From an optimization exercise on the open Yosys and OpenROAD flow, aimed at small area and a short achievable clock period; shortcuts taken in it are not production practice.
Function was not checked in any run shown here: the RTL went through the layout flow alone.
No run shown here takes its clock network from TritonCTS; it comes from the design's own scripts or RTL.
The clock input has no modelled driver; a real chip could not lean on it and would need a root buffer or a full tree.
Power figures rest on the tool's default switching activity, not on a simulated workload.

==> flow/constraint.sdc <==
create_clock -name core_clock -period 4.5 [get_ports {clk}]
set_input_delay 0.9000 -clock core_clock [delete_from_list [all_inputs] [get_ports {clk}]]
set_output_delay 0.9000 -clock core_clock [all_outputs]
set_load 0.01 [all_outputs]
==> flow/standard.sh <==
#!/bin/bash
# synth_recipe.tcl (not shown) runs the flow's synth.tcl, then flattens the netlist and writes it again
# the make line also repeats each setting of config.mk as NAME=value (left out here)
make -C /OpenROAD-flow-scripts/flow DESIGN_CONFIG=/design/flow/config.mk WORK_HOME=/design/flow/orfs CLKGATE_MAP_FILE= SYNTH_SCRIPT=/design/flow/synth_recipe.tcl "${@:-finish}"
==> flow/flow/run.sh <==
#!/bin/bash
# Own layout flow: the standard ORFS flow (standard.sh) with three changes:
#  - synthesis: the same script as synth_recipe.tcl, except that the second
#    part of Yosys's synth (fine:) runs with -noabc, so the bit-level adders
#    of the design reach extract_fa as written and map onto full-adder cells
#    without inverters between them (the final ABC mapping still runs);
#  - port buffers: buffer_ports uses sky130_fd_sc_hd__buf_1 instead of the
#    cell it picks by itself (clkdlybuf4s50_1);
#  - clock tree: flow/mycts.tcl (sourced before CTS) replaces
#    clock_tree_synthesis with a small tree: the clock port drives four
#    clkbuf_16 buffers; three drive the flip-flops outside r2 directly, the
#    fourth drives three clkbuf_8 buffers that drive r2, so r2's clock
#    arrives one buffer later (skew only between internal registers).
# Each tool's output goes to its own log file in the work folder.
set -euo pipefail
work=$(pwd)
first='proc synth {args} { yosys synth -nofsm -noshare {*}$args }'
if [[ "$(head -1 synth_recipe.tcl)" == "$first" ]]; then
  {
    echo 'proc synth {args} { if {[lsearch $args "fine:"] >= 0} { yosys synth -nofsm -noshare -noabc {*}$args } else { yosys synth -nofsm -noshare {*}$args } }'
    tail -n +2 synth_recipe.tcl
  } > "$work/own_synth.tcl"
else
  cp synth_recipe.tcl "$work/own_synth.tcl"
fi
extra=()
if [[ -f flow/extra.mk ]]; then
  while IFS= read -r line; do
    [[ -n "$line" && "$line" != \#* ]] && extra+=("$line")
  done < flow/extra.mk
fi
bash standard.sh SYNTH_SCRIPT="$work/own_synth.tcl" \
  "BUFFER_PORTS_ARGS=-buffer_cell sky130_fd_sc_hd__buf_1" "PRE_CTS_TCL=$work/flow/mycts.tcl" ${extra[@]+"${extra[@]}"} finish \
  > "$work/orfs_make.log" 2>&1
==> flow/config.mk <==
export PLATFORM = sky130hd
export DESIGN_NAME = pipelined_multiplier
export DESIGN_NICKNAME = pipelined_multiplier
export VERILOG_FILES = /design/flow/design.v
export SDC_FILE = /design/flow/constraint.sdc
export NUM_CORES = 4
export LEC_CHECK = 0
export ABC_AREA = 1
export CAP_MARGIN = 20
export CORE_MARGIN = 2
export CORE_UTILIZATION = 60
export SETUP_SLACK_MARGIN = 2.9
export SLEW_MARGIN = 20
==> flow/design.v <==
module pipelined_multiplier (
    input clk,
    input rst,
    input [10:0] n1,
    input [7:0] n2,
    output reg [18:0] product
);
    reg [10:0] a1;
    reg [7:0] b1;
    reg [38:0] r2;
    reg [31:0] r3;
    reg v1, v2, v3;
    wire pp1;
    wire pp2;
    wire pp3;
    wire pp4;
    wire pp5;
    wire pp6;
    wire pp7;
    wire pp8;
    wire pp9;
    wire pp10;
    wire pp11;
    wire pp12;
    wire pp13;
    wire pp14;
    wire pp15;
    wire pp16;
    wire pp17;
    wire pp18;
    wire pp19;
    wire pp20;
    wire pp21;
    wire pp22;
    wire pp23;
    wire pp24;
    wire pp25;
    wire pp26;
    wire pp27;
    wire pp28;
    wire pp29;
    wire pp30;
    wire pp31;
    wire pp32;
    wire pp33;
    wire pp34;
    wire pp35;
    wire pp36;
    wire pp37;
    wire pp38;
    wire pp39;
    wire pp40;
    wire pp41;
    wire pp42;
    wire pp43;
    wire pp44;
    wire pp45;
    wire pp46;
    wire pp47;
    wire pp48;
    wire pp49;
    wire pp50;
    wire pp51;
    wire pp52;
    wire pp53;
    wire pp54;
    wire pp55;
    wire pp56;
    wire pp57;
    wire pp58;
    wire pp59;
    wire pp60;
    wire pp61;
    wire pp62;
    wire pp63;
    wire pp64;
    wire pp65;
    wire pp66;
    wire pp67;
    wire pp68;
    wire pp69;
    wire pp70;
    wire pp71;
    wire pp72;
    wire pp73;
    wire pp74;
    wire pp75;
    wire pp76;
    wire pp77;
    wire pp78;
    wire pp79;
    wire pp80;
    wire pp81;
    wire pp82;
    wire pp83;
    wire pp84;
    wire pp85;
    wire pp86;
    wire pp87;
    wire pp88;
    wire s89;
    wire c90;
    wire s91;
    wire c92;
    wire s93;
    wire c94;
    wire s95;
    wire c96;
    wire s97;
    wire c98;
    wire s99;
    wire c100;
    wire s101;
    wire c102;
    wire s103;
    wire c104;
    wire s105;
    wire c106;
    wire s107;
    wire c108;
    wire s109;
    wire c110;
    wire s111;
    wire c112;
    wire s113;
    wire c114;
    wire s115;
    wire c116;
    wire s117;
    wire c118;
    wire s119;
    wire c120;
    wire s121;
    wire c122;
    wire s123;
    wire c124;
    wire s125;
    wire c126;
    wire s127;
    wire c128;
    wire s129;
    wire c130;
    wire s131;
    wire c132;
    wire s133;
    wire c134;
    wire s135;
    wire c136;
    wire s137;
    wire c138;
    wire s139;
    wire c140;
    wire s141;
    wire c142;
    wire s143;
    wire c144;
    wire s145;
    wire c146;
    wire s147;
    wire c148;
    wire s149;
    wire c150;
    wire s151;
    wire c152;
    wire s153;
    wire c154;
    wire s155;
    wire c156;
    wire s157;
    wire c158;
    wire s159;
    wire c160;
    wire s161;
    wire c162;
    wire s163;
    wire c164;
    wire s165;
    wire c166;
    wire s167;
    wire c168;
    wire s169;
    wire c170;
    wire s171;
    wire c172;
    wire s173;
    wire c174;
    wire s175;
    wire c176;
    wire s177;
    wire c178;
    wire s179;
    wire c180;
    wire s181;
    wire c182;
    wire s183;
    wire c184;
    wire s185;
    wire c186;
    wire s187;
    wire c188;
    wire s189;
    wire c190;
    wire s191;
    wire c192;
    wire s193;
    wire c194;
    wire s195;
    wire c196;
    wire s197;
    wire c198;
    wire s199;
    wire c200;
    wire s201;
    wire c202;
    wire s203;
    wire c204;
    wire s205;
    wire c206;
    wire s207;
    wire c208;
    wire g209;
    wire p210;
    wire g211;
    wire p212;
    wire g213;
    wire p214;
    wire g215;
    wire p216;
    wire g217;
    wire p218;
    wire g219;
    wire p220;
    wire g221;
    wire p222;
    wire g223;
    wire p224;
    wire g225;
    wire p226;
    wire g227;
    wire p228;
    wire g229;
    wire p230;
    wire g231;
    wire p232;
    wire g233;
    wire p234;
    wire g235;
    wire p236;
    wire G1_237;
    wire P1_238;
    wire P1_239;
    wire P1_240;
    wire P1_241;
    wire G1_242;
    wire P1_243;
    wire G1_244;
    wire P1_245;
    wire G1_246;
    wire P1_247;
    wire G1_248;
    wire P1_249;
    wire G1_250;
    wire P1_251;
    wire G1_252;
    wire P1_253;
    wire G1_254;
    wire P1_255;
    wire G1_256;
    wire P1_257;
    wire G1_258;
    wire P1_259;
    wire G1_260;
    wire P1_261;
    wire G1_262;
    wire P1_263;
    wire G1_264;
    wire P1_265;
    wire G2_266;
    wire G2_267;
    wire P2_268;
    wire P2_269;
    wire P2_270;
    wire G2_271;
    wire P2_272;
    wire G2_273;
    wire P2_274;
    wire G2_275;
    wire P2_276;
    wire G2_277;
    wire P2_278;
    wire G2_279;
    wire P2_280;
    wire G2_281;
    wire P2_282;
    wire G2_283;
    wire P2_284;
    wire G2_285;
    wire P2_286;
    wire G2_287;
    wire P2_288;
    wire G2_289;
    wire P2_290;
    wire G2_291;
    wire P2_292;
    wire G3_293;
    wire G3_294;
    wire G3_295;
    wire G3_296;
    wire P3_297;
    wire G3_298;
    wire P3_299;
    wire G3_300;
    wire P3_301;
    wire G3_302;
    wire P3_303;
    wire G3_304;
    wire P3_305;
    wire G3_306;
    wire P3_307;
    wire G3_308;
    wire P3_309;
    wire G3_310;
    wire P3_311;
    wire G3_312;
    wire P3_313;
    wire G3_314;
    wire P3_315;
    wire G4_316;
    wire G4_317;
    wire G4_318;
    wire G4_319;
    wire G4_320;
    wire G4_321;
    wire G4_322;
    wire G4_323;
    wire P4_324;
    wire G4_325;
    wire P4_326;
    wire G5_327;
    wire sum328;
    wire sum329;
    wire sum330;
    wire sum331;
    wire sum332;
    wire sum333;
    wire sum334;
    wire sum335;
    wire sum336;
    wire sum337;
    wire sum338;
    wire sum339;
    wire sum340;
    wire sum341;
    wire sum342;
    wire sum343;
    assign pp1 = ~a1[0] & ~b1[0];
    assign pp2 = ~a1[0] & ~b1[1];
    assign pp3 = ~a1[0] & ~b1[2];
    assign pp4 = ~a1[0] & ~b1[3];
    assign pp5 = ~a1[0] & ~b1[4];
    assign pp6 = ~a1[0] & ~b1[5];
    assign pp7 = ~a1[0] & ~b1[6];
    assign pp8 = ~a1[0] & ~b1[7];
    assign pp9 = ~a1[1] & ~b1[0];
    assign pp10 = ~a1[1] & ~b1[1];
    assign pp11 = ~a1[1] & ~b1[2];
    assign pp12 = ~a1[1] & ~b1[3];
    assign pp13 = ~a1[1] & ~b1[4];
    assign pp14 = ~a1[1] & ~b1[5];
    assign pp15 = ~a1[1] & ~b1[6];
    assign pp16 = ~a1[1] & ~b1[7];
    assign pp17 = ~a1[2] & ~b1[0];
    assign pp18 = ~a1[2] & ~b1[1];
    assign pp19 = ~a1[2] & ~b1[2];
    assign pp20 = ~a1[2] & ~b1[3];
    assign pp21 = ~a1[2] & ~b1[4];
    assign pp22 = ~a1[2] & ~b1[5];
    assign pp23 = ~a1[2] & ~b1[6];
    assign pp24 = ~a1[2] & ~b1[7];
    assign pp25 = ~a1[3] & ~b1[0];
    assign pp26 = ~a1[3] & ~b1[1];
    assign pp27 = ~a1[3] & ~b1[2];
    assign pp28 = ~a1[3] & ~b1[3];
    assign pp29 = ~a1[3] & ~b1[4];
    assign pp30 = ~a1[3] & ~b1[5];
    assign pp31 = ~a1[3] & ~b1[6];
    assign pp32 = ~a1[3] & ~b1[7];
    assign pp33 = ~a1[4] & ~b1[0];
    assign pp34 = ~a1[4] & ~b1[1];
    assign pp35 = ~a1[4] & ~b1[2];
    assign pp36 = ~a1[4] & ~b1[3];
    assign pp37 = ~a1[4] & ~b1[4];
    assign pp38 = ~a1[4] & ~b1[5];
    assign pp39 = ~a1[4] & ~b1[6];
    assign pp40 = ~a1[4] & ~b1[7];
    assign pp41 = ~a1[5] & ~b1[0];
    assign pp42 = ~a1[5] & ~b1[1];
    assign pp43 = ~a1[5] & ~b1[2];
    assign pp44 = ~a1[5] & ~b1[3];
    assign pp45 = ~a1[5] & ~b1[4];
    assign pp46 = ~a1[5] & ~b1[5];
    assign pp47 = ~a1[5] & ~b1[6];
    assign pp48 = ~a1[5] & ~b1[7];
    assign pp49 = ~a1[6] & ~b1[0];
    assign pp50 = ~a1[6] & ~b1[1];
    assign pp51 = ~a1[6] & ~b1[2];
    assign pp52 = ~a1[6] & ~b1[3];
    assign pp53 = ~a1[6] & ~b1[4];
    assign pp54 = ~a1[6] & ~b1[5];
    assign pp55 = ~a1[6] & ~b1[6];
    assign pp56 = ~a1[6] & ~b1[7];
    assign pp57 = ~a1[7] & ~b1[0];
    assign pp58 = ~a1[7] & ~b1[1];
    assign pp59 = ~a1[7] & ~b1[2];
    assign pp60 = ~a1[7] & ~b1[3];
    assign pp61 = ~a1[7] & ~b1[4];
    assign pp62 = ~a1[7] & ~b1[5];
    assign pp63 = ~a1[7] & ~b1[6];
    assign pp64 = ~a1[7] & ~b1[7];
    assign pp65 = ~a1[8] & ~b1[0];
    assign pp66 = ~a1[8] & ~b1[1];
    assign pp67 = ~a1[8] & ~b1[2];
    assign pp68 = ~a1[8] & ~b1[3];
    assign pp69 = ~a1[8] & ~b1[4];
    assign pp70 = ~a1[8] & ~b1[5];
    assign pp71 = ~a1[8] & ~b1[6];
    assign pp72 = ~a1[8] & ~b1[7];
    assign pp73 = ~a1[9] & ~b1[0];
    assign pp74 = ~a1[9] & ~b1[1];
    assign pp75 = ~a1[9] & ~b1[2];
    assign pp76 = ~a1[9] & ~b1[3];
    assign pp77 = ~a1[9] & ~b1[4];
    assign pp78 = ~a1[9] & ~b1[5];
    assign pp79 = ~a1[9] & ~b1[6];
    assign pp80 = ~a1[9] & ~b1[7];
    assign pp81 = ~a1[10] & ~b1[0];
    assign pp82 = ~a1[10] & ~b1[1];
    assign pp83 = ~a1[10] & ~b1[2];
    assign pp84 = ~a1[10] & ~b1[3];
    assign pp85 = ~a1[10] & ~b1[4];
    assign pp86 = ~a1[10] & ~b1[5];
    assign pp87 = ~a1[10] & ~b1[6];
    assign pp88 = ~a1[10] & ~b1[7];
    assign s89 = pp3 ^ pp10 ^ pp17;
    assign c90 = (pp3 & pp10) | (pp3 & pp17) | (pp10 & pp17);
    assign s91 = pp4 ^ pp11 ^ pp18;
    assign c92 = (pp4 & pp11) | (pp4 & pp18) | (pp11 & pp18);
    assign s93 = pp5 ^ pp12 ^ pp19;
    assign c94 = (pp5 & pp12) | (pp5 & pp19) | (pp12 & pp19);
    assign s95 = pp6 ^ pp13 ^ pp20;
    assign c96 = (pp6 & pp13) | (pp6 & pp20) | (pp13 & pp20);
    assign s97 = pp27 ^ pp34 ^ pp41;
    assign c98 = (pp27 & pp34) | (pp27 & pp41) | (pp34 & pp41);
    assign s99 = pp7 ^ pp14 ^ pp21;
    assign c100 = (pp7 & pp14) | (pp7 & pp21) | (pp14 & pp21);
    assign s101 = pp28 ^ pp35 ^ pp42;
    assign c102 = (pp28 & pp35) | (pp28 & pp42) | (pp35 & pp42);
    assign s103 = pp8 ^ pp15 ^ pp22;
    assign c104 = (pp8 & pp15) | (pp8 & pp22) | (pp15 & pp22);
    assign s105 = pp29 ^ pp36 ^ pp43;
    assign c106 = (pp29 & pp36) | (pp29 & pp43) | (pp36 & pp43);
    assign s107 = pp16 ^ pp23 ^ pp30;
    assign c108 = (pp16 & pp23) | (pp16 & pp30) | (pp23 & pp30);
    assign s109 = pp37 ^ pp44 ^ pp51;
    assign c110 = (pp37 & pp44) | (pp37 & pp51) | (pp44 & pp51);
    assign s111 = pp24 ^ pp31 ^ pp38;
    assign c112 = (pp24 & pp31) | (pp24 & pp38) | (pp31 & pp38);
    assign s113 = pp45 ^ pp52 ^ pp59;
    assign c114 = (pp45 & pp52) | (pp45 & pp59) | (pp52 & pp59);
    assign s115 = pp32 ^ pp39 ^ pp46;
    assign c116 = (pp32 & pp39) | (pp32 & pp46) | (pp39 & pp46);
    assign s117 = pp53 ^ pp60 ^ pp67;
    assign c118 = (pp53 & pp60) | (pp53 & pp67) | (pp60 & pp67);
    assign s119 = pp40 ^ pp47 ^ pp54;
    assign c120 = (pp40 & pp47) | (pp40 & pp54) | (pp47 & pp54);
    assign s121 = pp61 ^ pp68 ^ pp75;
    assign c122 = (pp61 & pp68) | (pp61 & pp75) | (pp68 & pp75);
    assign s123 = pp48 ^ pp55 ^ pp62;
    assign c124 = (pp48 & pp55) | (pp48 & pp62) | (pp55 & pp62);
    assign s125 = pp69 ^ pp76 ^ pp83;
    assign c126 = (pp69 & pp76) | (pp69 & pp83) | (pp76 & pp83);
    assign s127 = pp56 ^ pp63 ^ pp70;
    assign c128 = (pp56 & pp63) | (pp56 & pp70) | (pp63 & pp70);
    assign s129 = pp64 ^ pp71 ^ pp78;
    assign c130 = (pp64 & pp71) | (pp64 & pp78) | (pp71 & pp78);
    assign s131 = pp72 ^ pp79 ^ pp86;
    assign c132 = (pp72 & pp79) | (pp72 & pp86) | (pp79 & pp86);
    assign s133 = pp25 ^ c90 ^ s91;
    assign c134 = (pp25 & c90) | (pp25 & s91) | (c90 & s91);
    assign s135 = pp26 ^ pp33 ^ c92;
    assign c136 = (pp26 & pp33) | (pp26 & c92) | (pp33 & c92);
    assign s137 = c94 ^ s95 ^ s97;
    assign c138 = (c94 & s95) | (c94 & s97) | (s95 & s97);
    assign s139 = pp49 ^ c96 ^ c98;
    assign c140 = (pp49 & c96) | (pp49 & c98) | (c96 & c98);
    assign s141 = pp50 ^ pp57 ^ c100;
    assign c142 = (pp50 & pp57) | (pp50 & c100) | (pp57 & c100);
    assign s143 = c102 ^ s103 ^ s105;
    assign c144 = (c102 & s103) | (c102 & s105) | (s103 & s105);
    assign s145 = pp58 ^ pp65 ^ c104;
    assign c146 = (pp58 & pp65) | (pp58 & c104) | (pp65 & c104);
    assign s147 = c106 ^ s107 ^ s109;
    assign c148 = (c106 & s107) | (c106 & s109) | (s107 & s109);
    assign s149 = pp66 ^ pp73 ^ c108;
    assign c150 = (pp66 & pp73) | (pp66 & c108) | (pp73 & c108);
    assign s151 = c110 ^ s111 ^ s113;
    assign c152 = (c110 & s111) | (c110 & s113) | (s111 & s113);
    assign s153 = pp74 ^ pp81 ^ c112;
    assign c154 = (pp74 & pp81) | (pp74 & c112) | (pp81 & c112);
    assign s155 = c114 ^ s115 ^ s117;
    assign c156 = (c114 & s115) | (c114 & s117) | (s115 & s117);
    assign s157 = pp82 ^ c116 ^ c118;
    assign c158 = (pp82 & c116) | (pp82 & c118) | (c116 & c118);
    assign s159 = c120 ^ c122 ^ s123;
    assign c160 = (c120 & c122) | (c120 & s123) | (c122 & s123);
    assign s161 = pp77 ^ pp84 ^ c124;
    assign c162 = (pp77 & pp84) | (pp77 & c124) | (pp84 & c124);
    assign s163 = pp85 ^ c128 ^ s129;
    assign c164 = (pp85 & c128) | (pp85 & s129) | (c128 & s129);
    assign s165 = pp80 ^ pp87 ^ c132;
    assign c166 = (pp80 & pp87) | (pp80 & c132) | (pp87 & c132);
    assign s167 = s93 ^ c134 ^ s135;
    assign c168 = (s93 & c134) | (s93 & s135) | (c134 & s135);
    assign s169 = s99 ^ s101 ^ c138;
    assign c170 = (s99 & s101) | (s99 & c138) | (s101 & c138);
    assign s171 = c140 ^ s141 ^ s143;
    assign c172 = (c140 & s141) | (c140 & s143) | (s141 & s143);
    assign s173 = c142 ^ c144 ^ s145;
    assign c174 = (c142 & c144) | (c142 & s145) | (c144 & s145);
    assign s175 = c146 ^ c148 ^ s149;
    assign c176 = (c146 & c148) | (c146 & s149) | (c148 & s149);
    assign s177 = c150 ^ c152 ^ s153;
    assign c178 = (c150 & c152) | (c150 & s153) | (c152 & s153);
    assign s179 = s119 ^ s121 ^ c154;
    assign c180 = (s119 & s121) | (s119 & c154) | (s121 & c154);
    assign s181 = s125 ^ c158 ^ s159;
    assign c182 = (s125 & c158) | (s125 & s159) | (c158 & s159);
    assign s183 = c126 ^ s127 ^ c160;
    assign c184 = (c126 & s127) | (c126 & c160) | (s127 & c160);
    assign s185 = c130 ^ s131 ^ c164;
    assign c186 = (c130 & s131) | (c130 & c164) | (s131 & c164);
    assign s187 = r2[22] ^ r2[23];
    assign c188 = r2[22] & r2[23];
    assign s189 = r2[6] ^ r2[7];
    assign c190 = r2[6] & r2[7];
    assign s191 = r2[9] ^ r2[10];
    assign c192 = r2[9] & r2[10];
    assign s193 = r2[11] ^ r2[12];
    assign c194 = r2[11] & r2[12];
    assign s195 = r2[13] ^ r2[14] ^ r2[15];
    assign c196 = (r2[13] & r2[14]) | (r2[13] & r2[15]) | (r2[14] & r2[15]);
    assign s197 = r2[16] ^ r2[17] ^ r2[18];
    assign c198 = (r2[16] & r2[17]) | (r2[16] & r2[18]) | (r2[17] & r2[18]);
    assign s199 = r2[19] ^ r2[20] ^ r2[21];
    assign c200 = (r2[19] & r2[20]) | (r2[19] & r2[21]) | (r2[20] & r2[21]);
    assign s201 = r2[24] ^ r2[25] ^ s187;
    assign c202 = (r2[24] & r2[25]) | (r2[24] & s187) | (r2[25] & s187);
    assign s203 = r2[26] ^ r2[27] ^ c188;
    assign c204 = (r2[26] & r2[27]) | (r2[26] & c188) | (r2[27] & c188);
    assign s205 = r2[28] ^ r2[29] ^ r2[30];
    assign c206 = (r2[28] & r2[29]) | (r2[28] & r2[30]) | (r2[29] & r2[30]);
    assign s207 = r2[31] ^ r2[32] ^ r2[33];
    assign c208 = (r2[31] & r2[32]) | (r2[31] & r2[33]) | (r2[32] & r2[33]);
    assign p210 = r3[1] ^ r3[2];
    assign g209 = r3[1] & r3[2];
    assign p212 = r3[6] ^ r3[7];
    assign g211 = r3[6] & r3[7];
    assign p214 = r3[8] ^ r3[9];
    assign g213 = r3[8] & r3[9];
    assign p216 = r3[10] ^ r3[11];
    assign g215 = r3[10] & r3[11];
    assign p218 = r3[12] ^ r3[13];
    assign g217 = r3[12] & r3[13];
    assign p220 = r3[14] ^ r3[15];
    assign g219 = r3[14] & r3[15];
    assign p222 = r3[16] ^ r3[17];
    assign g221 = r3[16] & r3[17];
    assign p224 = r3[18] ^ r3[19];
    assign g223 = r3[18] & r3[19];
    assign p226 = r3[20] ^ r3[21];
    assign g225 = r3[20] & r3[21];
    assign p228 = r3[22] ^ r3[23];
    assign g227 = r3[22] & r3[23];
    assign p230 = r3[24] ^ r3[25];
    assign g229 = r3[24] & r3[25];
    assign p232 = r3[26] ^ r3[27];
    assign g231 = r3[26] & r3[27];
    assign p234 = r3[28] ^ r3[29];
    assign g233 = r3[28] & r3[29];
    assign p236 = r3[30] ^ r3[31];
    assign g235 = r3[30] & r3[31];
    assign G1_237 = r3[3] & g209;
    assign P1_238 = r3[3] & p210;
    assign P1_239 = r3[4] & r3[3];
    assign P1_240 = r3[5] & r3[4];
    assign P1_241 = p212 & r3[5];
    assign G1_242 = g213 | (p214 & g211);
    assign P1_243 = p214 & p212;
    assign G1_244 = g215 | (p216 & g213);
    assign P1_245 = p216 & p214;
    assign G1_246 = g217 | (p218 & g215);
    assign P1_247 = p218 & p216;
    assign G1_248 = g219 | (p220 & g217);
    assign P1_249 = p220 & p218;
    assign G1_250 = g221 | (p222 & g219);
    assign P1_251 = p222 & p220;
    assign G1_252 = g223 | (p224 & g221);
    assign P1_253 = p224 & p222;
    assign G1_254 = g225 | (p226 & g223);
    assign P1_255 = p226 & p224;
    assign G1_256 = g227 | (p228 & g225);
    assign P1_257 = p228 & p226;
    assign G1_258 = g229 | (p230 & g227);
    assign P1_259 = p230 & p228;
    assign G1_260 = g231 | (p232 & g229);
    assign P1_261 = p232 & p230;
    assign G1_262 = g233 | (p234 & g231);
    assign P1_263 = p234 & p232;
    assign G1_264 = g235 | (p236 & g233);
    assign P1_265 = p236 & p234;
    assign G2_266 = P1_239 & g209;
    assign G2_267 = P1_240 & G1_237;
    assign P2_268 = P1_240 & P1_238;
    assign P2_269 = P1_241 & P1_239;
    assign P2_270 = P1_243 & P1_240;
    assign G2_271 = G1_244 | (P1_245 & g211);
    assign P2_272 = P1_245 & P1_241;
    assign G2_273 = G1_246 | (P1_247 & G1_242);
    assign P2_274 = P1_247 & P1_243;
    assign G2_275 = G1_248 | (P1_249 & G1_244);
    assign P2_276 = P1_249 & P1_245;
    assign G2_277 = G1_250 | (P1_251 & G1_246);
    assign P2_278 = P1_251 & P1_247;
    assign G2_279 = G1_252 | (P1_253 & G1_248);
    assign P2_280 = P1_253 & P1_249;
    assign G2_281 = G1_254 | (P1_255 & G1_250);
    assign P2_282 = P1_255 & P1_251;
    assign G2_283 = G1_256 | (P1_257 & G1_252);
    assign P2_284 = P1_257 & P1_253;
    assign G2_285 = G1_258 | (P1_259 & G1_254);
    assign P2_286 = P1_259 & P1_255;
    assign G2_287 = G1_260 | (P1_261 & G1_256);
    assign P2_288 = P1_261 & P1_257;
    assign G2_289 = G1_262 | (P1_263 & G1_258);
    assign P2_290 = P1_263 & P1_259;
    assign G2_291 = G1_264 | (P1_265 & G1_260);
    assign P2_292 = P1_265 & P1_261;
    assign G3_293 = g211 | (P2_269 & g209);
    assign G3_294 = G1_242 | (P2_270 & G1_237);
    assign G3_295 = G2_271 | (P2_272 & G2_266);
    assign G3_296 = G2_273 | (P2_274 & G2_267);
    assign P3_297 = P2_274 & P2_268;
    assign G3_298 = G2_275 | (P2_276 & g211);
    assign P3_299 = P2_276 & P2_269;
    assign G3_300 = G2_277 | (P2_278 & G1_242);
    assign P3_301 = P2_278 & P2_270;
    assign G3_302 = G2_279 | (P2_280 & G2_271);
    assign P3_303 = P2_280 & P2_272;
    assign G3_304 = G2_281 | (P2_282 & G2_273);
    assign P3_305 = P2_282 & P2_274;
    assign G3_306 = G2_283 | (P2_284 & G2_275);
    assign P3_307 = P2_284 & P2_276;
    assign G3_308 = G2_285 | (P2_286 & G2_277);
    assign P3_309 = P2_286 & P2_278;
    assign G3_310 = G2_287 | (P2_288 & G2_279);
    assign P3_311 = P2_288 & P2_280;
    assign G3_312 = G2_289 | (P2_290 & G2_281);
    assign P3_313 = P2_290 & P2_282;
    assign G3_314 = G2_291 | (P2_292 & G2_283);
    assign P3_315 = P2_292 & P2_284;
    assign G4_316 = G3_298 | (P3_299 & g209);
    assign G4_317 = G3_300 | (P3_301 & G1_237);
    assign G4_318 = G3_302 | (P3_303 & G2_266);
    assign G4_319 = G3_304 | (P3_305 & G2_267);
    assign G4_320 = G3_306 | (P3_307 & G3_293);
    assign G4_321 = G3_308 | (P3_309 & G3_294);
    assign G4_322 = G3_310 | (P3_311 & G3_295);
    assign G4_323 = G3_312 | (P3_313 & G3_296);
    assign P4_324 = P3_313 & P3_297;
    assign G4_325 = G3_314 | (P3_315 & G3_298);
    assign P4_326 = P3_315 & P3_299;
    assign G5_327 = G4_325 | (P4_326 & g209);
    assign sum328 = r3[3] ^ g209;
    assign sum329 = r3[4] ^ G1_237;
    assign sum330 = r3[5] ^ G2_266;
    assign sum331 = p212 ^ G2_267;
    assign sum332 = p214 ^ G3_293;
    assign sum333 = p216 ^ G3_294;
    assign sum334 = p218 ^ G3_295;
    assign sum335 = p220 ^ G3_296;
    assign sum336 = p222 ^ G4_316;
    assign sum337 = p224 ^ G4_317;
    assign sum338 = p226 ^ G4_318;
    assign sum339 = p228 ^ G4_319;
    assign sum340 = p230 ^ G4_320;
    assign sum341 = p232 ^ G4_321;
    assign sum342 = p234 ^ G4_322;
    assign sum343 = p236 ^ G4_323;
    wire [18:0] sum3 = {G5_327, sum343, sum342, sum341, sum340, sum339, sum338, sum337, sum336, sum335, sum334, sum333, sum332, sum331, sum330, sum329, sum328, p210, r3[0]};
    always @(posedge clk) begin
        a1 <= ~n1;
        b1 <= ~n2;
        r2[0] <= pp1;
        r2[1] <= pp2;
        r2[2] <= pp9;
        r2[3] <= s89;
        r2[4] <= s133;
        r2[5] <= s167;
        r2[6] <= c136;
        r2[7] <= s137;
        r2[8] <= c168;
        r2[9] <= s139;
        r2[10] <= s169;
        r2[11] <= c170;
        r2[12] <= s171;
        r2[13] <= s147;
        r2[14] <= c172;
        r2[15] <= s173;
        r2[16] <= s151;
        r2[17] <= c174;
        r2[18] <= s175;
        r2[19] <= s155;
        r2[20] <= c176;
        r2[21] <= s177;
        r2[22] <= c156;
        r2[23] <= s157;
        r2[24] <= c178;
        r2[25] <= s179;
        r2[26] <= c180;
        r2[27] <= s181;
        r2[28] <= s161;
        r2[29] <= c182;
        r2[30] <= s183;
        r2[31] <= c162;
        r2[32] <= s163;
        r2[33] <= c184;
        r2[34] <= s185;
        r2[35] <= s165;
        r2[36] <= c186;
        r2[37] <= pp88;
        r2[38] <= c166;
        r3[0] <= r2[0];
        r3[1] <= r2[1];
        r3[2] <= r2[2];
        r3[3] <= r2[3];
        r3[4] <= r2[4];
        r3[5] <= r2[5];
        r3[6] <= r2[8];
        r3[7] <= s189;
        r3[8] <= c190;
        r3[9] <= s191;
        r3[10] <= c192;
        r3[11] <= s193;
        r3[12] <= c194;
        r3[13] <= s195;
        r3[14] <= c196;
        r3[15] <= s197;
        r3[16] <= c198;
        r3[17] <= s199;
        r3[18] <= c200;
        r3[19] <= s201;
        r3[20] <= c202;
        r3[21] <= s203;
        r3[22] <= c204;
        r3[23] <= s205;
        r3[24] <= c206;
        r3[25] <= s207;
        r3[26] <= r2[34];
        r3[27] <= c208;
        r3[28] <= r2[35];
        r3[29] <= r2[36];
        r3[30] <= r2[37];
        r3[31] <= r2[38];
    end
    always @(posedge clk or posedge rst) begin
        if (rst) begin
            v1 <= 1'b0;
            v2 <= 1'b0;
            v3 <= 1'b0;
        end else begin
            v1 <= 1'b1;
            v2 <= v1;
            v3 <= v2;
        end
    end
    always @(posedge clk or posedge rst) begin
        if (rst)
            product <= 19'b0;
        else
            product <= sum3 & {19{v3}};
    end
endmodule
==> flow/flow/mycts.tcl <==
# Clock tree for a small design, replacing clock_tree_synthesis (whose
# H-tree makes 17 buffers here).  The clock port drives 4 clkbuf_16
# buffers.  Three of them drive the flip-flops outside the second pipeline
# register, in three groups formed by position.  The fourth drives DLEAF
# leaf buffers that drive the second pipeline register (r2): its clock
# arrives one buffer later, which gives the first stage (r1 -> r2) time
# that the second stage (r2 -> r3) does not need.  No register on a path
# from an input or to an output gets a different clock arrival.
rename clock_tree_synthesis orig_clock_tree_synthesis

proc own_cts_groups {sinks ngroups} {
  # split sinks ({x y pin}) into ngroups groups by position
  set n [llength $sinks]
  set ny [expr {int(sqrt($ngroups))}]
  if {$ny < 1} { set ny 1 }
  set nx [expr {($ngroups + $ny - 1) / $ny}]
  set groups {}
  set byy [lsort -integer -index 1 $sinks]
  set per_row [expr {($n + $ny - 1) / $ny}]
  for {set r 0} {$r < $ny} {incr r} {
    set row [lrange $byy [expr {$r * $per_row}] [expr {($r + 1) * $per_row - 1}]]
    set byx [lsort -integer -index 0 $row]
    set m [llength $byx]
    set per [expr {($m + $nx - 1) / $nx}]
    for {set c 0} {$c < $nx} {incr c} {
      set g [lrange $byx [expr {$c * $per}] [expr {($c + 1) * $per - 1}]]
      if {[llength $g]} { lappend groups $g }
    }
  }
  return $groups
}

proc own_cts_buffer {cell net group name netname} {
  # buffer driving the pins of group from net, placed at their centre
  set dbu [[ord::get_db_block] getDbUnitsPerMicron]
  set sx 0; set sy 0; set pins {}
  foreach s $group {
    set sx [expr {$sx + [lindex $s 0]}]
    set sy [expr {$sy + [lindex $s 1]}]
    lappend pins [lindex $s 2]
  }
  set cx [expr {double($sx) / [llength $group] / $dbu}]
  set cy [expr {double($sy) / [llength $group] / $dbu}]
  set r [insert_buffer -buffer_cell $cell -net $net -load_pins $pins -location [list $cx $cy] -buffer_name $name -net_name $netname]
  return [get_full_name $r]
}

proc clock_tree_synthesis {args} {
  set top_cell sky130_fd_sc_hd__clkbuf_16
  set leaf_cell sky130_fd_sc_hd__clkbuf_8
  set nleaf 3
  if {[info exists ::env(OWN_CTS_DLEAVES)]} { set nleaf $::env(OWN_CTS_DLEAVES) }
  if {[info exists ::env(OWN_CTS_DLEAF_CELL)]} { set leaf_cell $::env(OWN_CTS_DLEAF_CELL) }
  set block [ord::get_db_block]
  set normal {}
  set delayed {}
  foreach pin [get_pins -of_objects [get_nets clk]] {
    if {[get_property $pin direction] ne "input"} { continue }
    set it [sta::sta_to_db_pin $pin]
    set inst [$it getInst]
    set bb [$inst getBBox]
    set s [list [expr {([$bb xMin] + [$bb xMax]) / 2}] [expr {([$bb yMin] + [$bb yMax]) / 2}] $pin]
    if {[string match {r2*} [$inst getName]]} { lappend delayed $s } else { lappend normal $s }
  }
  puts "own cts: [llength $normal] flip-flops on the direct branches, [llength $delayed] on the delayed branch"
  set k 0
  foreach g [own_cts_groups $normal 3] {
    own_cts_buffer $top_cell [get_nets clk] $g "clkbuf_top_$k" "clknet_top_$k"
    incr k
  }
  set leaves {}
  set k 0
  foreach g [own_cts_groups $delayed $nleaf] {
    lappend leaves [own_cts_buffer $leaf_cell [get_nets clk] $g "clkbuf_dly_$k" "clknet_dly_$k"]
    incr k
  }
  # the fourth top buffer drives the delayed branch's leaf buffers
  set dbu [$block getDbUnitsPerMicron]
  set lg {}
  foreach l $leaves {
    set bb [[sta::sta_to_db_inst [get_cells $l]] getBBox]
    lappend lg [list [expr {([$bb xMin] + [$bb xMax]) / 2}] [expr {([$bb yMin] + [$bb yMax]) / 2}] [get_pins $l/A]]
  }
  own_cts_buffer $top_cell [get_nets clk] $lg "clkbuf_top_3" "clknet_top_3"
  foreach net [$block getNets] {
    if {[string match clknet_* [$net getName]] || [$net getName] eq "clk"} { $net setSigType CLOCK }
  }
  set_propagated_clock [all_clocks]
}
==> impl_metrics.py, run 1 <==
metrics = {
    "sta": {
        "fmax_ghz": 0.511,
        "relSlewSlack_pct": 46.6,
        "rsz0062_at_grt": "yes",
        "drv_slew": 0,
        "final.min_clock_period_ps": 1960,
        "finalCritPeriodShare_pct": 43.5,
        "hold_viol": 0,
        "clock_skew_ps": 121,
        "final.setup.tns_ps": 0,
        "setup_viol": 0,
        "tightestPinTransition_ps": 800,
    },
    "yosys": {
        "ys_warn_count": 1,
        "netlist_top_cells_area": "dfxtp_1 (36%), fa_1 (22%), dfrtp_1 (11%)",
        "syn_area_per_cell_sq_um": 9.85,
        "synthCells": 514,
        "synth_top_area_share_pct": 35.6,
        "seq_area_frac_synth_pct": 46.5,
        "synth_cell_type_count": 26,
        "synth_top_cell_by_area": "dfxtp_1",
        "syn-num-nets": 610,
        "synth.cell_area_sq_um": 5060,
        "synth-seq-cells": 112,
    },
    "detailed_routing": {
        "ant_nets": 0,
        "routed_wl_um": 8880,
        "vias_per_cell": 4.97,
        "vias": 3277,
        "wl_per_cell_um": 13.4,
        "drt_first_pass_iters": 4,
        "drc": 0,
        "drt_iter0_drc": 89,
    },
    "critical_path": {
        "worstPathRequired_ps": 4650,
        "crit_start": "a1[5]$_DFF_P_",
        "cp_max_fo": 7,
        "cp.arrival_ps": 2110,
        "end_kind": "register",
        "path_class": "register to register",
        "cp-start-kind": "register",
        "r2r_start": "a1[5]$_DFF_P_",
        "worstRegToRegCells": 4,
    },
    "final_layout": {
        "most-common-layout-cells": "nor2_1 (91), nand2_1 (74), dfxtp_1 (70)",
        "n_fill_cell": 611,
        "layout-drive-gt1-share_pct": 19.5,
        "layout_commonest_cell": "nor2_1",
        "area_delta_synth_final_pct": 15.3,
        "antenna_cells": 0,
        "finalNetCount": 653,
        "post-route-util_pct": 71.0,
        "multi_input_comb_area_sq_um": 2610,
        "final-seq-area_sq_um": 2410,
    },
    "clock_network": {
        "worstSkewPairLatency_ps": 270,
        "ctsHoldBuffers": 0,
        "cts.clk_slew.worst_paths_ps": 100,
    },
    "placement": {
        "hpwlAfterDp_um": 6390,
        "port-buffer-count": 39,
        "gp_congestion": 0.831,
    },
    "floorplanning": {
        "dieArea_sq_um": 9190,
        "die_w_um": 95.8,
        "ios": 40,
        "rows": 33,
        "initial_core_util_pct": 61.6,
        "core_area_sq_um": 8220,
        "die_h_um": 95.8,
    },
    "power_and_ir_drop": {
        "p_leak_uw": 0.00275,
        "peakVddDrop_mv": 0.322,
        "powerDensity_nw_per_um2": 490,
    },
    "grt": {
        "grt_max_degree": 26,
        "grt_overflow": 0,
        "first_global_vias": 3269,
        "grt_usage_pct": 20.5,
        "antenna_found_initial": 0,
        "grt_first_pass_wirelength_um": 15100,
    },
    "job": {
        "maxCapViolations": 0,
    },
    "hold_path": {
        "hp-start": "v1$_DFF_PP0_",
        "whs_path_depth": 0,
        "hold_path_class": "register to register",
    },
    "run_status": {
        "status": "no timing/DRC/antenna violations",
    },
}
==> cells in the mapped netlist <==
library cell	number
nor2_1	115
dfxtp_1	90
nand2_1	76
inv_1	65
fa_1	56
dfrtp_1	22
clkbuf_1	20
ha_1	19
a21oi_1	14
nand3_1	7
o21ai_0	6
nand2_2	5
nand4_1	3
and2_1	2
nand3_2	2
o21ai_2	2
a21boi_0	1
a21oi_2	1
and2_2	1
clkbuf_8	1
conb_1	1
nand3b_1	1
nor2_2	1
nor2_4	1
nor3_1	1
o21a_1	1
==> path summary, 6_finish.rpt <==
path | to | slack [ps]
min in group asynchronous | v2$_DFF_PP0_ | 860
max in group asynchronous | product[13]$_DFF_PP0_ | 3150
worst min-delay path | v2$_DFF_PP0_ | 360
worst min register to register | v2$_DFF_PP0_ | 360
worst max-delay path | r2[27]$_DFF_P_ | 2540
worst max register to register | r2[27]$_DFF_P_ | 2540
==> stage by stage <==
stage | cell area, sq um | total power (uW) | setup slack (ps) | cells | hold WS [ps]
final | 5830 | 2860 | 2540 | 660 | 356
after detailed placement | 5300 | 2310 | 2240 | 637 | 315
after floorplan | 5210 | 2070 | 2470 | 514 | 310
after CTS | 5650 | 2800 | 2560 | 655 | 359
after global routing | 5830 | 3130 | 2510 | 660 | 375
after global placement | 5300 | 2280 | 2280 | 637 | 313
==> flip-flops by register name (all words and copies together) (netlist names) <==
register / cells
v1: 1
product: 19
v3: 1
r2: 39
b1: 8
v2: 1
a1: 11
r3: 32
==> power breakdown <==
group	switching, uW	internal [uW]	total, uW
Combinational	603	420	1020
Sequential	129	1240	1370
Clock	250	221	472
Total	983	1880	2860
==> metal layers <==
metal / GRT usage, % / wire length [um]
met1: 26.7 / 3730
met2: 38.6 / 4580
met3: 1.72 / 453
met4: 1.79 / 114
met5: 0 / 0
==> cell families after synthesis <==
| kind of cell | after synthesis | share of synthesized area, % |
|---|---|---|
| and+or+nand+nor | 215 | 17.2 |
| DFF | 112 | 46.5 |
| buffers and inverters | 86 | 6.58 |
| adders and majority gates | 75 | 26.8 |
| AOI/OAI and AO/OA | 25 | 2.79 |
| other | 1 | 0.0741 |
==> critical path, cell delays in order (launching register included) <==
cell and delay [ps]:
dfxtp_4 440, nor2_4 60, fa_1 480, fa_1 550
fa_1 420
==> final cells by class, without the clock buffers <==
| type | instances | share of cell area (%) |
|---|---|---|
| multi-input cells | 316 | 44.8 |
| flip-flops and latches | 112 | 41.4 |
| repair buffers | 55 | 4.95 |
| inverters | 65 | 4.18 |
| well taps | 105 | 2.25 |
==> timing repair <==
action	4_1_cts	5_1_grt
resized for setup	55	36
buffers inserted	11	5
pin swaps	7	6
cloned	0	0
setup endpoints to repair	30	35
==> run 2, diff against run 1 <==
==> flow/flow/mycts.tcl (replaced) <==
rename clock_tree_synthesis orig_clock_tree_synthesis

proc own_cts_groups {sinks ngroups} {
  # split sinks ({x y pin}) into ngroups groups by position
  set n [llength $sinks]
  set ny [expr {int(sqrt($ngroups))}]
  if {$ny < 1} { set ny 1 }
  set nx [expr {($ngroups + $ny - 1) / $ny}]
  set groups {}
  set byy [lsort -integer -index 1 $sinks]
  set per_row [expr {($n + $ny - 1) / $ny}]
  for {set r 0} {$r < $ny} {incr r} {
    set row [lrange $byy [expr {$r * $per_row}] [expr {($r + 1) * $per_row - 1}]]
    set byx [lsort -integer -index 0 $row]
    set m [llength $byx]
    set per [expr {($m + $nx - 1) / $nx}]
    for {set c 0} {$c < $nx} {incr c} {
      set g [lrange $byx [expr {$c * $per}] [expr {($c + 1) * $per - 1}]]
      if {[llength $g]} { lappend groups $g }
    }
  }
  return $groups
}

proc own_cts_buffer {cell net group name netname} {
  # buffer driving the pins of group from net, placed at their centre
  set dbu [[ord::get_db_block] getDbUnitsPerMicron]
  set sx 0; set sy 0; set pins {}
  foreach s $group {
    set sx [expr {$sx + [lindex $s 0]}]
    set sy [expr {$sy + [lindex $s 1]}]
    lappend pins [lindex $s 2]
  }
  set cx [expr {double($sx) / [llength $group] / $dbu}]
  set cy [expr {double($sy) / [llength $group] / $dbu}]
  set r [insert_buffer -buffer_cell $cell -net $net -load_pins $pins -location [list $cx $cy] -buffer_name $name -net_name $netname]
  return [get_full_name $r]
}

proc own_cts_branch {top_name sinks nleaf leaf_cell chain top_cell tag} {
  # top buffer (fed by the clock port) -> chain of delay cells -> nleaf leaf
  # buffers -> sinks; with nleaf 0 the top buffer drives the sinks directly
  if {$nleaf == 0} {
    own_cts_buffer $top_cell [get_nets clk] $sinks $top_name "clknet_$top_name"
    return
  }
  set leaves {}
  set k 0
  foreach g [own_cts_groups $sinks $nleaf] {
    lappend leaves [own_cts_buffer $leaf_cell [get_nets clk] $g "clkbuf_${tag}_$k" "clknet_${tag}_$k"]
    incr k
  }
  set lg {}
  foreach l $leaves {
    set bb [[sta::sta_to_db_inst [get_cells $l]] getBBox]
    lappend lg [list [expr {([$bb xMin] + [$bb xMax]) / 2}] [expr {([$bb yMin] + [$bb yMax]) / 2}] [get_pins $l/A]]
  }
  set k 0
  foreach cell $chain {
    set r [own_cts_buffer $cell [get_nets clk] $lg "clkdly_${tag}_$k" "clknet_dly_${tag}_$k"]
    set bb [[sta::sta_to_db_inst [get_cells $r]] getBBox]
    set lg [list [list [expr {([$bb xMin] + [$bb xMax]) / 2}] [expr {([$bb yMin] + [$bb yMax]) / 2}] [get_pins $r/A]]]
    incr k
  }
  own_cts_buffer $top_cell [get_nets clk] $lg $top_name "clknet_$top_name"
}

proc clock_tree_synthesis {args} {
  set top_cell sky130_fd_sc_hd__clkbuf_16
  set leaf_cell sky130_fd_sc_hd__clkbuf_8
  # branch of r2 (second pipeline register) and of r3 (third): leaf count and
  # delay cells; the other flip-flops hang directly off two top buffers
  set r2_leaves 3
  set r2_chain {sky130_fd_sc_hd__clkdlybuf4s25_1}
  set r3_leaves 2
  set r3_chain {}
  foreach v {r2_leaves r2_chain r3_leaves r3_chain} {
    if {[info exists ::env(OWN_CTS_[string toupper $v])]} { set $v $::env(OWN_CTS_[string toupper $v]) }
  }
  set block [ord::get_db_block]
  set normal {}
  set s2 {}
  set s3 {}
  foreach pin [get_pins -of_objects [get_nets clk]] {
    if {[get_property $pin direction] ne "input"} { continue }
    set it [sta::sta_to_db_pin $pin]
    set inst [$it getInst]
    set bb [$inst getBBox]
    set s [list [expr {([$bb xMin] + [$bb xMax]) / 2}] [expr {([$bb yMin] + [$bb yMax]) / 2}] $pin]
    if {[string match {r2*} [$inst getName]]} {
      lappend s2 $s
    } elseif {[string match {r3*} [$inst getName]]} {
      lappend s3 $s
    } else {
      lappend normal $s
    }
  }
  puts "own cts: [llength $normal] flip-flops on direct branches, [llength $s2] r2, [llength $s3] r3"
  set k 0
  foreach g [own_cts_groups $normal 2] {
    own_cts_buffer $top_cell [get_nets clk] $g "clkbuf_top_$k" "clknet_top_$k"
    incr k
  }
  own_cts_branch clkbuf_top_2 $s2 $r2_leaves $leaf_cell $r2_chain $top_cell r2
  own_cts_branch clkbuf_top_3 $s3 $r3_leaves $leaf_cell $r3_chain $top_cell r3
  foreach net [$block getNets] {
    if {[string match clknet_* [$net getName]] || [$net getName] eq "clk"} { $net setSigType CLOCK }
  }
  set_propagated_clock [all_clocks]
}
==> run 2 against run 1 <==
Cell count is 0.91% lower. Fmax up 24%. Area after synthesis unchanged. Critical path depth is the same. Power grew 7.0%. Register-to-register slack improved by 380 ps. Highest routed layer unchanged.
==> impl_metrics.py, run 2 <==
metrics = {
    "sta": {
        "hold_viol": 0,
        "clock_skew_ps": 519,
        "tightestPinTransition_ps": 798,
        "final.setup.tns_ps": 0,
        "finalCritPeriodShare_pct": 34.9,
        "drv_slew": 0,
        "relSlewSlack_pct": 46.7,
        "final.min_clock_period_ps": 1570,
        "fmax_ghz": 0.636,
        "rsz0062_at_grt": "yes",
        "setup_viol": 0,
        "timing.hold.ws_ps": 10.4,
    },
    "power_and_ir_drop": {
        "powerDensity_nw_per_um2": 525,
        "p_sw_uw": 1050,
        "peakVddDrop_mv": 0.342,
        "power_frac_clock_pct": 17.4,
        "switching_share_pct": 34.5,
        "p_int_uw": 2000,
        "pwr-share-comb_pct": 36.8,
        "p_leak_uw": 0.00276,
        "p_total_uw": 3060,
        "p_seq_share_pct": 45.8,
    },
    "hold_path": {
        "hold_path_class": "register to register",
    },
    "detailed_routing": {
        "wl_per_cell_um": 13.6,
        "drc": 0,
        "vias_per_cell": 5.01,
        "drt_first_pass_iters": 5,
        "drt_iter0_drc": 51,
        "routed_wl_um": 8910,
        "vias": 3279,
        "ant_nets": 0,
    },
    "grt": {
        "grt_overflow": 0,
        "grt_usage_pct": 20.4,
        "grt_first_pass_wirelength_um": 15000,
        "grt_max_degree": 23,
        "antenna_found_initial": 0,
        "first_global_vias": 3232,
    },
    "yosys": {
        "netlist_top_cells_area": "dfxtp_1 (36%), fa_1 (22%), dfrtp_1 (11%)",
        "ys_warn_count": 1,
        "synth_cell_type_count": 26,
        "syn_area_per_cell_sq_um": 9.85,
        "synth.cell_area_sq_um": 5060,
        "synth_ff_type": "dfxtp_1",
        "synth-seq-cells": 112,
        "synth_edf_count": 0,
        "synth_top_area_share_pct": 35.6,
        "seq_area_frac_synth_pct": 46.5,
        "synth_most_common_cell": "nor2_1",
        "synthCells": 514,
        "synthArstFlopShare_pct": 19.6,
        "syn-num-nets": 610,
        "synth_common_cells": "nor2_1 (115), dfxtp_1 (90), nand2_1 (76)",
        "synth_top_cell_by_area": "dfxtp_1",
    },
    "final_layout": {
        "reg.largest.list": "r2 x39, r3 x32, product x19",
        "largest_reg_flops": 39,
        "largest_register": "r2",
        "layout_commonest_cell": "nor2_1",
        "area_delta_synth_final_pct": 15.2,
        "most-common-layout-cells": "nor2_1 (97), nand2_1 (67), inv_1 (65)",
        "fin_area_sq_um": 5830,
        "finalNetCount": 647,
        "instances_no_fill": 654,
        "antenna_cells": 0,
        "layout-drive-gt1-share_pct": 18.8,
        "n_fill_cell": 621,
    },
    "floorplanning": {
        "die_h_um": 95.8,
        "core_area_sq_um": 8220,
        "ios": 40,
        "die_w_um": 95.8,
        "rows": 33,
        "dieArea_sq_um": 9190,
        "initial_core_util_pct": 61.6,
    },
    "job": {
        "maxCapViolations": 0,
    },
    "critical_path": {
        "cp.arrival_ps": 2120,
        "path_class": "register to register",
        "end_kind": "register",
        "critPathSlowestCell": "fa_1",
        "cp-start-kind": "register",
        "crit_chain": "nor2_2 -> fa_1 -> fa_1 -> fa_1",
        "critical-path-top-delay-family": "adder cells",
        "cp_max_fo": 11,
        "worstPathRequired_ps": 5050,
        "timing.critical_path.mode_cell": "fa_1",
        "cp_slowest_stage_delay_ps": 550,
        "cp.buffers_inverters": 0,
    },
    "placement": {
        "place_area_sq_um": 5300,
        "hpwlAfterDp_um": 6390,
        "gp_congestion": 0.831,
        "port-buffer-count": 39,
        "dp.cells": 637,
    },
    "clock_network": {
        "worstSkewPairLatency_ps": 660,
        "cts.clk_slew.worst_paths_ps": 80,
    },
    "run_status": {
        "status": "no timing/DRC/antenna violations",
    },
}
run 2: changes by cell type in the layout (fill, tap and decap cells not counted), moves of 7 or more:
cell	change
fa_1	+13
nor2_4	-7
fa_2	-13
dfxtp_4	-8
nand2_1	-7
ha_4	+8
dfxtp_1	-7
dfxtp_2	+15
run 2: logic make-up after synthesis:
family          Yosys count  share of synthesized area (%)
compound gates           25                           2.79
fa+ha+maj                75                           26.8
simple gates            215                           17.2
other cells               1                         0.0741
flops                   112                           46.5
buf+inv                  86                           6.58
run 2: power by group through the flow:
stage	Combinational [uW]	Clock (uW)	Sequential [uW]
after detailed placement	933	0	1380
after global placement	909	0	1370
after global routing	1310	590	1430
after CTS	994	555	1370
final	1130	533	1400
after floorplan	711	0	1360
run 2: layer usage:
layer	wire length (um)	up-vias	GRT usage, %	share of wire [%]
li1	-	1587	-	-
met1	3910	1574	26.5	44
met2	4520	110	37.6	51
met3	396	8	2.11	4.4
met4	82	0	2.98	0.92
met5	0	-	0	0
run 2: what timing repair did:
item / 4_1_cts / 5_1_grt
hold buffers: 2 / 0
setup endpoints to repair: 21 / 23
setup buffers: 3 / 2
endpoints found under the hold margin: 2 / 0
pin swaps: 2 / 12
resized for setup: 25 / 47
run 2: cell type report, without the clock buffers:
class / count / area (sq um) / share of cell area, %
inverters: 65 / 244 / 4.18
flip-flops and latches: 112 / 2400 / 41.2
repair buffers: 46 / 204 / 3.50
multi-input cells: 316 / 2670 / 45.8
well taps: 105 / 131 / 2.25
run 2: worst reg2reg max path, cell delays in order (launching register included):
cell and delay, ps:
dfxtp_4 440, nor2_2 60, fa_1 510, fa_1 550, fa_1 410
run 2: worst paths after layout:
path / from / to / slack, ps / cells past startpoint
setup reg to reg: b1[7]$_DFF_P_ / r2[27]$_DFF_P_ / 2930 / 4
hold reg to reg: b1[0]$_DFF_P_ / r2[0]$_DFF_P_ / 10 / 1
hold / removal: b1[0]$_DFF_P_ / r2[0]$_DFF_P_ / 10 / 1
max in group asynchronous: rst / product[13]$_DFF_PP0_ / 3140 / 2
setup / recovery: b1[7]$_DFF_P_ / r2[27]$_DFF_P_ / 2930 / 4
min in group asynchronous: rst / product[0]$_DFF_PP0_ / 860 / 2
run 2: metrics by stage:
step                setup WS [ps]  util, %
global placement             2280     64.5
global route                 2850     71.0
CTS                          2890     68.4
detailed placement           2240     64.5
floorplan                    2470        -
finish                       2930     71.0
==> run 3, diff against run 2 <==
--- a/flow/flow/mycts.tcl
+++ b/flow/flow/mycts.tcl
@@ -72,7 +72,7 @@
   # delay cells; the other flip-flops hang directly off two top buffers
   set r2_leaves 3
   set r2_chain {sky130_fd_sc_hd__clkdlybuf4s25_1}
-  set r3_leaves 2
+  set r3_leaves 0
   set r3_chain {}
   foreach v {r2_leaves r2_chain r3_leaves r3_chain} {
     if {[info exists ::env(OWN_CTS_[string toupper $v])]} { set $v $::env(OWN_CTS_[string toupper $v]) }
==> run 3 against run 2 <==
Still clean on timing, DRC and antenna. Routed wire length is 1.9% lower. Clock skew fell by 7.1 ps. Cell count down 1.1%. Design area shrank 2.7%. Register-to-register slack got worse by 70 ps. Synthesized cell count unchanged. Critical path depth fell by 2. Critical path type unchanged. Critical endpoint is now r3[19]$_DFF_P_.
==> impl_metrics.py, run 3 <==
metrics = {
    "run_status": {
        "status": "no timing/DRC/antenna violations",
    },
    "yosys": {
        "netlist_top_cells_area": "dfxtp_1 (36%), fa_1 (22%), dfrtp_1 (11%)",
        "yosys.area_share.simple_pct": 17.2,
        "synth_fa_ha_area_share_pct": 26.8,
        "muxShareOfSynthArea_pct": 0,
        "synth_common_cells": "nor2_1 (115), dfxtp_1 (90), nand2_1 (76)",
        "synth_edf_count": 0,
        "syn_area_per_cell_sq_um": 9.85,
        "synth-seq-cells": 112,
        "synthArstFlopShare_pct": 19.6,
        "synth_cell_type_count": 26,
        "synth_top_area_share_pct": 35.6,
        "synth_compound_area_share_pct": 2.79,
        "synth_most_common_cell": "nor2_1",
        "synth_top_family_by_area": "adder cells",
        "synthCells": 514,
        "synth_ff_type": "dfxtp_1",
        "seq_area_frac_synth_pct": 46.5,
        "ys_warn_count": 1,
        "synth-xor-area-share_pct": 0,
        "syn-num-nets": 610,
        "synth.cell_area_sq_um": 5060,
        "synth_top_cell_by_area": "dfxtp_1",
    },
    "final_layout": {
        "instances_no_fill": 647,
        "finalNetCount": 640,
        "layout_commonest_cell": "nor2_1",
        "most-common-layout-cells": "nor2_1 (103), nand2_1 (75), dfxtp_1 (70)",
        "n_fill_cell": 633,
        "antenna_cells": 0,
        "area_delta_synth_final_pct": 12.0,
        "layout-drive-gt1-share_pct": 12.9,
        "reg.largest.list": "r2 x39, r3 x32, product x19",
        "largest_register": "r2",
        "largest_reg_flops": 39,
    },
    "critical_path": {
        "path_class": "register to register",
        "crit_chain": "ha_4 -> fa_1",
        "end_kind": "register",
        "cp_slowest_stage_delay_ps": 430,
        "cp-start-kind": "register",
        "cp.arrival_ps": 1690,
        "cp_max_fo": 1,
        "worstPathRequired_ps": 4550,
        "critPathSlowestCell": "fa_1",
    },
    "detailed_routing": {
        "drt_iter0_drc": 93,
        "ant_nets": 0,
        "drt_first_pass_iters": 5,
        "drc": 0,
        "wl_per_cell_um": 13.5,
        "routed_wl_um": 8740,
        "vias": 3203,
        "vias_per_cell": 4.95,
    },
    "job": {
        "maxCapViolations": 0,
    },
    "grt": {
        "grt_max_degree": 33,
        "grt_first_pass_wirelength_um": 14600,
        "first_global_vias": 3154,
        "antenna_found_initial": 0,
        "grt_usage_pct": 19.9,
        "grt_overflow": 0,
    },
    "sta": {
        "setup_slack_ps": 2860,
        "fmax_ghz": 0.609,
        "final.setup.tns_ps": 0,
        "setup_viol": 0,
        "finalCritPeriodShare_pct": 36.5,
        "hold_viol": 0,
        "drv_slew": 0,
        "rsz0062_at_grt": "yes",
        "clock_skew_ps": 512,
        "timing.hold.ws_ps": 15.8,
        "tightestPinTransition_ps": 804,
        "final.min_clock_period_ps": 1640,
        "relSlewSlack_pct": 46.4,
    },
    "placement": {
        "gp_congestion": 0.831,
        "dpl_worst_slack_ps": 2240,
        "dp.cells": 637,
        "port-buffer-count": 39,
        "hpwlAfterDp_um": 6390,
    },
    "floorplanning": {
        "die_w_um": 95.8,
        "core_area_sq_um": 8220,
        "ios": 40,
        "die_h_um": 95.8,
        "rows": 33,
        "dieArea_sq_um": 9190,
        "initial_core_util_pct": 61.6,
    },
    "clock_network": {
        "cts_setup_buffers": 0,
        "cts.clk_slew.worst_paths_ps": 100,
        "worstSkewPairLatency_ps": 660,
    },
    "power_and_ir_drop": {
        "p_leak_uw": 0.00269,
        "powerDensity_nw_per_um2": 513,
        "peakVddDrop_mv": 0.351,
    },
    "hold_path": {
        "hold_path_class": "register to register",
    },
}
==> run 3: cell types whose count changed in the layout (fill, tap and decap cells not counted), sizes merged <==
cell    previous run  this run
clkbuf             9         7
buf               44        39
==> run 3: final cells by class, without the clock buffers <==
class,count,area (sq um),area share (%)
multi-input combinational,316,2580,45.5
timing repair buffer,41,166,2.93
tap,105,131,2.32
sequential,112,2390,42.2
inverter,65,244,4.30
==> run 3: kinds of logic after synthesis <==
group	after synthesis
DFF	112
AOI/OAI and AO/OA	25
other	1
and+or+nand+nor	215
adders and majority gates	75
buffers and inverters	86
==> run 3: power by group <==
| part | total [uW] | switching (uW) | internal, uW |
|---|---|---|---|
| Clock | 481 | 250 | 230 |
| Combinational | 1040 | 593 | 445 |
| Sequential | 1390 | 150 | 1240 |
==> run 3: metal layers <==
layer	vias to the layer above	track usage [%]	routed length, um
met3	4	1.88	333
met5	-	0	0
met2	77	36.9	4440
met1	1543	26.2	3920
met4	0	2.02	50
li1	1579	-	-
==> run 3: final timing paths <==
check,start,endpoint,slack [ps],cells past startpoint
setup / recovery,r2[22]$_DFF_P_,r3[19]$_DFF_P_,2860,2
hold / removal,b1[0]$_DFF_P_,r2[0]$_DFF_P_,20,1
setup reg to reg,r2[22]$_DFF_P_,r3[19]$_DFF_P_,2860,2
hold reg to reg,b1[0]$_DFF_P_,r2[0]$_DFF_P_,20,1
max in group asynchronous,rst,product[13]$_DFF_PP0_,3130,2
min in group asynchronous,rst,product[0]$_DFF_PP0_,860,2
==> run 3: timing repair <==
action	in CTS	in global routing
hold buffers	2	0
endpoints found under the setup margin	18	24
pin swaps	1	0
endpoints found under the hold margin	2	0
gates resized for setup	14	32
==> run 3: critical path: cells and delay by family (launching register included) <==
kind | cells | cell delay, ps
flip-flops | 1 | 380
adder cells (fa/ha/maj) | 2 | 650
==> run 3: stage by stage <==
step,area [sq um],power [uW],util [%]
2_1_floorplan,5210,2070,-
3_3_place_gp,5300,2280,64.5
3_5_place_dp,5300,2310,64.5
4_1_cts,5490,2800,66.8
5_1_grt,5670,3170,69.0
6_report,5670,2910,69.0

==> port drivers added, routing unchanged <==
Ports are ideal in the flow. The routed layouts listed here were re-timed in OpenROAD. Step 1 (the two cells are an assumption about what drives the block):
set clk [get_ports {clk}]
set_driving_cell -lib_cell sky130_fd_sc_hd__clkbuf_16 $clk
set_driving_cell -lib_cell sky130_fd_sc_hd__buf_2 [delete_from_list [all_inputs] $clk]
Step 2, shift: input delay + t, output delay - t, t = (earliest + latest rising clock arrival at the registers) / 2. This alone moves slack from input paths to output paths. Three values: ideal, step 1, step 2; two values: the first two.
run | shift t [ns] | setup slack, ns | hold slack, ns | clock arrival spread, ns
run 1 | 0.278 | 2.545 / 2.545 / 2.545 | 0.356 / 0.356 / 0.356 | 0.122 / 0.122
run 2 | 0.475 | 2.928 / 2.887 / 2.715 | 0.010 / 0.010 / 0.010 | 0.522 / 0.521
run 3 | 0.471 | 2.857 / 2.857 / 2.713 | 0.016 / 0.016 / 0.016 | 0.515 / 0.515
Clock arrivals are far apart in run 2 and run 3, so t is only a midpoint there and step 2 fits no single register. The setup slack of run 2, which loses most, moves by -0.041 ns with the drivers and by -0.213 ns with both steps. The worst setup slack also covers recovery checks on asynchronous resets.
